From an optimization exercise on the open Yosys and OpenROAD flow, aimed at small area; shortcuts taken in it are not production practice.
Only the layout flow was run in this run; the RTL was not checked for function there.
No activity file was given, so power comes from the tool's default toggle rates.

**flow/design.v**
```verilog
`timescale 1ns / 1ps
module stages_rotation #(parameter data_width=16,angle_width=16,cordic_steps=16,stage_number=1)(
    input clk,
    input nreset,
    input enable,
    input signed [data_width-1:0] x_vec_in,
    input signed [data_width-1:0] y_vec_in,
    input signed [angle_width-1:0]angle_in,
    input signed [angle_width-1:0]target_angle,
    output signed [data_width-1:0] x_vec_out,
    output signed [data_width-1:0] y_vec_out,
    output reg signed [angle_width-1:0]angle_out,
    output reg signed [angle_width-1:0]target_angle_out,
    output reg done
    );
    wire signed [angle_width-1:0] atan [cordic_steps-1:0];
    assign atan[0] = 20'h02000; 
    assign atan[1] = 20'h012E4;
    assign atan[2] = 20'h009FB;
    assign atan[3] = 20'h00511;
    assign atan[4] = 20'h0028B;
    assign atan[5] = 20'h00145;
    assign atan[6] = 20'h000A2;
    assign atan[7] = 20'h00051;
    assign atan[8] = 20'h00028;
    assign atan[9] = 20'h00014;
    assign atan[10] = 20'h0000A;
    assign atan[11] = 20'h00005;
    assign atan[12] = 20'h00002;
    assign atan[13] = 20'h00001;
    assign atan[14] = 20'h00000;
    assign atan[15] = 20'h00000;
    reg signed [data_width-1:0]x_temp_out,y_temp_out;
    assign x_vec_out = x_temp_out;
    assign y_vec_out = y_temp_out;
    always @(posedge clk) begin
        if (~nreset) begin
            x_temp_out <= $signed({data_width{1'b0}});
            y_temp_out <= $signed({data_width{1'b0}});
				angle_out <= 0;
            done <= 1'b0;
        end
        else begin
            if (enable) begin
                if ($signed(target_angle) <= $signed(angle_in)) begin
                    x_temp_out <= x_vec_in + (y_vec_in>>>(stage_number-1));
                    y_temp_out <= y_vec_in - (x_vec_in>>>(stage_number-1));
                    angle_out <= angle_in - atan[stage_number-1];
                end
                else begin
                    x_temp_out <= x_vec_in - (y_vec_in>>>(stage_number-1));
                    y_temp_out <= y_vec_in + (x_vec_in>>>(stage_number-1));
                    angle_out <= angle_in + atan[(stage_number-1)];
                end
                target_angle_out <= target_angle;
                done <= 1'b1;
            end
            else begin
                x_temp_out <= $signed({data_width{1'b0}});
                y_temp_out <= $signed({data_width{1'b0}});
					 angle_out <= 0;
                done <= 1'b0;
            end
        end
    end
endmodule
`timescale 1ns / 1ps
module cordic_rotation_top#(parameter data_width=16,cordic_steps=16,angle_width=20)(
    input clk,
    input nreset,
    input enable,
    input signed [data_width-1:0] x_vec_in,
    input signed [data_width-1:0] y_vec_in,
    input [angle_width-1:0] target_angle,
    output wire signed  [data_width-1:0] x_vec_out,
    output wire signed  [data_width-1:0] y_vec_out,
    output reg done
    );
    wire signed [data_width-1:0] x [0:cordic_steps-1];
    wire signed [data_width-1:0] y [0:cordic_steps-1];
    wire signed [angle_width-1:0] angle_stages [0:cordic_steps-1];
    wire [1:cordic_steps] status;
	 reg signed [data_width-1+16:0] temp_x_vec_out,temp_y_vec_out;
	 wire done_last_stage;
	 reg signed [data_width-1:0] temp_x_vec_in,temp_y_vec_in;
	 reg [angle_width-1:0]temp_t_ang;
	 wire signed [angle_width-1:0] temp_target_angle [0:cordic_steps-1];
	 reg temp_enable;
	 always @(posedge clk) begin
		if(~nreset) begin
			temp_x_vec_in <= {data_width{1'b0}};
			temp_y_vec_in <= {data_width{1'b0}};
			temp_t_ang <= {angle_width{1'b0}};
			temp_enable <= 1'b0;
		end
		else begin
			if (enable) begin
				temp_enable <= 1'b1;				
				if ($signed(target_angle)>=$signed(20'h04000)) begin
				    if ($signed(target_angle)>=$signed(20'h08000)) begin
				        if ($signed(target_angle)>=$signed(20'h0C000)) begin
				            temp_x_vec_in <= x_vec_in;
                            temp_y_vec_in <= y_vec_in;
                            temp_t_ang <= $signed(target_angle) - $signed(20'h10000);
   				        end
				        else begin
				            temp_x_vec_in <= -x_vec_in;
                            temp_y_vec_in <= -y_vec_in;
                            temp_t_ang <= $signed(target_angle) - $signed(20'h08000);
				        end
				    end
				    else begin
                        temp_x_vec_in <= -x_vec_in;
                        temp_y_vec_in <= -y_vec_in;
                        temp_t_ang <= $signed(target_angle) - $signed(20'h08000);
  				    end
				end
                else if ($signed(target_angle)<=$signed(-20'h04000)) begin
                    if ($signed(target_angle)<=$signed(-20'h08000)) begin
                        if ($signed(target_angle)<=$signed(-20'h0C000)) begin
				            temp_x_vec_in <= x_vec_in;
                            temp_y_vec_in <= y_vec_in;
                            temp_t_ang <= $signed(target_angle) + $signed(20'h10000);
                        end
                        else begin
				            temp_x_vec_in <= -x_vec_in;
                            temp_y_vec_in <= -y_vec_in;
                            temp_t_ang <= $signed(target_angle) + $signed(20'h08000);
                        end
                    end
                    else begin
                        temp_x_vec_in <= -x_vec_in;
                        temp_y_vec_in <= -y_vec_in;
                        temp_t_ang <= $signed(target_angle) + $signed(20'h08000);
                    end
                end
				else begin
					temp_x_vec_in <= x_vec_in;
					temp_y_vec_in <= y_vec_in;
					temp_t_ang <= $signed(target_angle);
				end
			end
			else begin
				temp_enable <= 1'b0;
				temp_x_vec_in <= {data_width{1'b0}};
				temp_y_vec_in <= {data_width{1'b0}};
				temp_t_ang <= {angle_width{1'b0}};
			end
		end
	 end
    assign status[1] = temp_enable;
    assign x[0] = temp_x_vec_in;
    assign y[0] = temp_y_vec_in;
    assign angle_stages[0] = {angle_width{1'b0}};
    assign temp_target_angle[0] = temp_t_ang;
    genvar i;
    generate
        for (i=1;i<cordic_steps-1;i=i+1) begin:gen_rotation
            stages_rotation #(
                .data_width(data_width),
                .angle_width(angle_width),
                .cordic_steps(cordic_steps),
                .stage_number(i)
                )
            first(
                .clk(clk),
                .nreset(nreset),
                .enable(status[i]),
                .x_vec_in(x[i-1]),
                .y_vec_in(y[i-1]),
                .angle_in(angle_stages[i-1]),
                .target_angle(temp_target_angle[i-1]),
                .x_vec_out(x[i]),
                .y_vec_out(y[i]),
                .angle_out(angle_stages[i]),
                .target_angle_out(temp_target_angle[i]),
                .done(status[i+1])
                );
        end
    endgenerate
    stages_rotation #(
        .data_width(data_width),
        .angle_width(angle_width),
        .cordic_steps(cordic_steps),
        .stage_number(cordic_steps-1)
        )
    last(
        .clk(clk),
        .nreset(nreset),
        .enable(status[cordic_steps-1]),
        .x_vec_in(x[cordic_steps-2]),
        .y_vec_in(y[cordic_steps-2]),
        .angle_in(angle_stages[cordic_steps-2]),
        .target_angle(temp_target_angle[cordic_steps-2]),
        .x_vec_out(x[cordic_steps-1]),
        .y_vec_out(y[cordic_steps-1]),
        .angle_out(angle_stages[cordic_steps-1]),
        .target_angle_out(temp_target_angle[cordic_steps-1]),
        .done(done_last_stage)
        );
    reg counter;
	assign x_vec_out = temp_x_vec_out[data_width+7:8];
	assign y_vec_out = temp_y_vec_out[data_width+7:8];
	 always @(posedge clk) begin
        if (~nreset) begin
            done <= 1'b0;
        end
        else begin
            done <= done_last_stage;
            if (done_last_stage) begin
                    temp_x_vec_out <= $signed(x[cordic_steps-1])*$signed(16'b0000000010011011);
                    temp_y_vec_out <= $signed(y[cordic_steps-1])*$signed(16'b0000000010011011);
            end
        end
    end
endmodule
```
**flow/run.sh**
```bash
#!/bin/bash
# synth_recipe.tcl (not shown) runs the flow's synth.tcl, then flattens the netlist and writes it again
# the make line also repeats each setting of config.mk as NAME=value (left out here)
make -C /OpenROAD-flow-scripts/flow DESIGN_CONFIG=/design/flow/config.mk WORK_HOME=/design/flow/orfs CLKGATE_MAP_FILE= SYNTH_SCRIPT=/design/flow/synth_recipe.tcl finish
```
**flow/config.mk**
```make
export PLATFORM = sky130hd
export DESIGN_NAME = cordic_rotation_top
export DESIGN_NICKNAME = cordic_rotation_top
export VERILOG_FILES = /design/flow/design.v
export SDC_FILE = /design/flow/constraint.sdc
export NUM_CORES = 4
export LEC_CHECK = 0
export CAP_MARGIN = 20
export CORE_MARGIN = 2
export CORE_UTILIZATION = 40
export PLACE_DENSITY = 0.6
export SLEW_MARGIN = 20
```
**flow/constraint.sdc**
```tcl
create_clock -name core_clock -period 6.0 [get_ports {clk}]
set_input_delay 1.2000 -clock core_clock [delete_from_list [all_inputs] [get_ports {clk}]]
set_output_delay 1.2000 -clock core_clock [all_outputs]
set_load 0.01 [all_outputs]
```
==> summary.txt <==
- Status: no timing/DRC/antenna violations
- Worst Path Arrival: 6.39 ns
- GRT Total Usage: around 18%
- Placed cells: 10,559
- Seq pwr share: a little under half
- NetSw: 4.01 mW
- # clock sinks: 1,109
- Core Area: 183,000 um^2
- Synth unique cells: around 90
- Final non-filler cell total: 10,804
- Congestion Overflow GR: 0
- Die area: 188,000 um^2
- Floorplan row count: 157
- Final worst setup slack: between 0.2 and 0.25 ns
- Combinational share of power: 8.1%
- Most frequent cells in the layout: ha_1 (1,082), nor2_1 (1,044), dfxtp_1 (797), inv_1 (768), a21oi_1 (487)
- Total I/O pin count: 88
- GPL Wtd Cong: 0.881
- Fin. max-slew vios: 0
- First-pass GRT wire length: 280,000 um
- Crit path buf inv count: 2
- Final Hold Fails: 0
- TritonCTS Buffers: 121
- Leakage power: approximately 37 nW
- Pwr dens: slightly above 200 nW/um^2
- Die Height: about 430 um
- Worst path most repeated cell: o21ai_0
- P&R area growth vs syn: 11.3%
- Placed wire-length estimate: 138,000 um
- Residual DRC: 0
- CTS HTree Levels: 3
- Worst path slowest cell: edfxtp_1
- Vias in the first global route: 54,803
- CTS Root Cell: clkbuf_16
- Synth warnings: 16
- Dpl ws: slightly below 0.04 ns
- Async SR Flop Fraction: 0%
- Syn Nets: 9,371
- Max-slew headroom: 33.8%
- Number of antenna violations at the first check in global routing: 2
- PortBufs: 87
- Pint: 12.9 mW
- Initial drt markers: 2,835
- Worst skew pair latency: 0.76 ns
- Max Cap Viol: 0
- Final Critical Period: 5.75 ns
- Cell Area, Synth: 73,800 um^2
- Post-route ant nets: 0
- Final WL: 172,000 um
- Worst Path Max Fanout: 7
- WS Path Type: register to register
- Synth Register Bits: 1,109
- Pre-Repair DR Iteration Count: 5
- Top_reg_cell synth: dfxtp_1
- Nets@finish: 9,493
- Clock power frac: 46.0%
- CP delay by family, top: compound AO/OA/AOI/OAI gates
- Pin count of the biggest net entering global routing: 52
- Most common cell after layout, fill and taps aside: ha_1
- Critical path endpoint category: register
- Final Cycle Share: 95.9%
- Routed via count: about 56,000
- Critical path startpoint category: register
- Slew @ Worst Pin: 0.990 ns
- Hold slack: 0.432 ns
- CTS tree: done
- Synth Instances: 8,108
- Sw Ratio: between 20% and 30%
- Synthesized area per cell: 9.10 um^2
- Data required, critical path: around 6.6 ns
- Pwr Total: 16.9 mW
- Max clock buf depth: 3
- Die width: between 400 and 500 um
- Hold WC Path Type: register to register
- Max Freq: 174 MHz
- Final setup viols: 0
- CTS clock-pin slew for the worst setup and hold paths: 0.06 ns
- Sequential element share of the synthesized area: 34.3%
- DR WL/cell: approximately 16 um
- Drt via density: 5.15
- Fraction of layout cells with a size suffix above 1: under 10%
- Maximum VDD drop: 0.000285 V
- Initial core utilization: between 40 and 50%
- Post-synth EDFFs: 312
- Max incr delay on CP: 0.53 ns
- Clock Skew: between 0.02 and 0.025 ns
final timing paths:
check / from / end / slack (ns) / depth (start not counted)
setup / recovery: gen_rotation[6].first.target_angle_out[5] / gen_rotation[7].first.y_temp_out[15] / 0.25 / 25
hold / removal: temp_t_ang[8] / gen_rotation[1].first.target_angle_out[8] / 0.43 / 0
setup reg to reg: gen_rotation[6].first.target_angle_out[5] / gen_rotation[7].first.y_temp_out[15] / 0.25 / 25
hold reg to reg: temp_t_ang[8] / gen_rotation[1].first.target_angle_out[8] / 0.43 / 0
cells in the mapped netlist (all sizes together), types with 81 or more instances:
cell type / instances / area, um^2
clkbuf: 149 / 559
nand2: 355 / 1330
o21ai: 389 / 1950
dfxtp: 797 / 16000
edfxtp: 312 / 9370
xor2: 283 / 2480
and3: 116 / 726
nor3: 286 / 1430
inv: 772 / 2900
nand3: 84 / 420
xnor2: 450 / 3940
o21bai: 81 / 608
ha: 1082 / 13500
a21o: 251 / 1880
nor2b: 116 / 726
a21oi: 487 / 2440
fa: 126 / 2520
nor2: 1044 / 3920
layer usage:
layer	part of all wire (%)	track usage (%)	up-vias
met5	0	0	-
met4	3.0	5.42	0
met3	2.9	2.10	280
met2	47	31.1	754
met1	47	23.8	26105
li1	-	-	28482
power groups by stage:
| stage | Combinational [mW] | Sequential, mW | Clock, mW |
|---|---|---|---|
| 6_report | 1.37 | 7.76 | 7.78 |
| 3_5_place_dp | 1.35 | 7.92 | 0 |
| 2_1_floorplan | 1.06 | 7.90 | 0 |
| 3_3_place_gp | 1.33 | 7.92 | 0 |
| 4_1_cts | 1.36 | 7.76 | 7.99 |
| 5_1_grt | 1.53 | 7.76 | 8.28 |
through the flow:
step                instance area (um^2)  setup TNS (ns)  utilization (%)
global route                       82100         -0.0548             44.8
floorplan                          73800               0                -
global placement                   77700               0             42.4
finish                             82100               0             44.8
CTS                                81800               0             44.7
detailed placement                 77700               0             42.4
what timing repair did:
item | in CTS | in global routing
cloned | 0 | 1
gates resized for setup | 1 | 52
hold buffers | 0 | 0
setup endpoints to repair | 1 | 54
buffers inserted | 0 | 9
pin swaps | 0 | 3
cells by family after synthesis:
kind of cell	count (synthesis)	synth area share, %
AO/OA/AOI/OAI	1702	14.6
XOR/XNOR	737	8.82
multiplexers	70	0.995
AND/OR/NAND/NOR	2340	14.6
buffers and inverters	936	4.77
adder cells (fa/ha/maj)	1214	21.8
flip-flops	1109	34.3
sequential cells by signal, indices dropped and copies added (netlist names):
| register | count |
|---|---|
| done | 1 |
| gen_rotation.first.angle_out | 249 |
| gen_rotation.first.done | 14 |
| gen_rotation.first.target_angle_out | 280 |
| gen_rotation.first.x_temp_out | 224 |
| gen_rotation.first.y_temp_out | 223 |
| last.done | 1 |
| last.x_temp_out | 16 |
| last.y_temp_out | 16 |
| temp_enable | 1 |
| temp_t_ang | 20 |
| temp_x_vec_in | 16 |
| temp_x_vec_out | 16 |
| temp_y_vec_in | 16 |
| temp_y_vec_out | 16 |
cell type report:
| class | instances | area (um^2) |
|---|---|---|
| multi-input combinational | 6063 | 45200 |
| inverter | 773 | 2910 |
| sequential | 1109 | 25300 |
| tap | 2464 | 3080 |
| timing repair buffer | 162 | 1490 |
| clock inverter | 78 | 885 |
| fill | 17518 | 101000 |
| antenna | 1 | 2.50 |
| clock buffer | 154 | 3290 |

-- what the ideal ports hide --
In the flow no input, the clock included, has a driving cell. The finished layout below was timed again as built, in two steps.
Step 1 assumes that a clkbuf_16 drives the clock port and a buf_2 every other input.
Step 2, shift: input delay + t, output delay - t, t = (earliest + latest rising clock arrival at the registers) / 2. This alone moves slack from input paths to output paths.
Three values: no drivers, after step 1, after step 2; two values: the first two.
t, ns: 0.829
setup slack, ns: 0.246 / 0.246 / 0.246
worst setup path after step 2: register to register
worst data-port slew with drivers (ns): 0.06
pins driven straight from the clock port: 1
After both steps this run still meets setup and hold. The setup slack of this run moves by 0.000 ns with the drivers and by 0.000 ns with both steps.
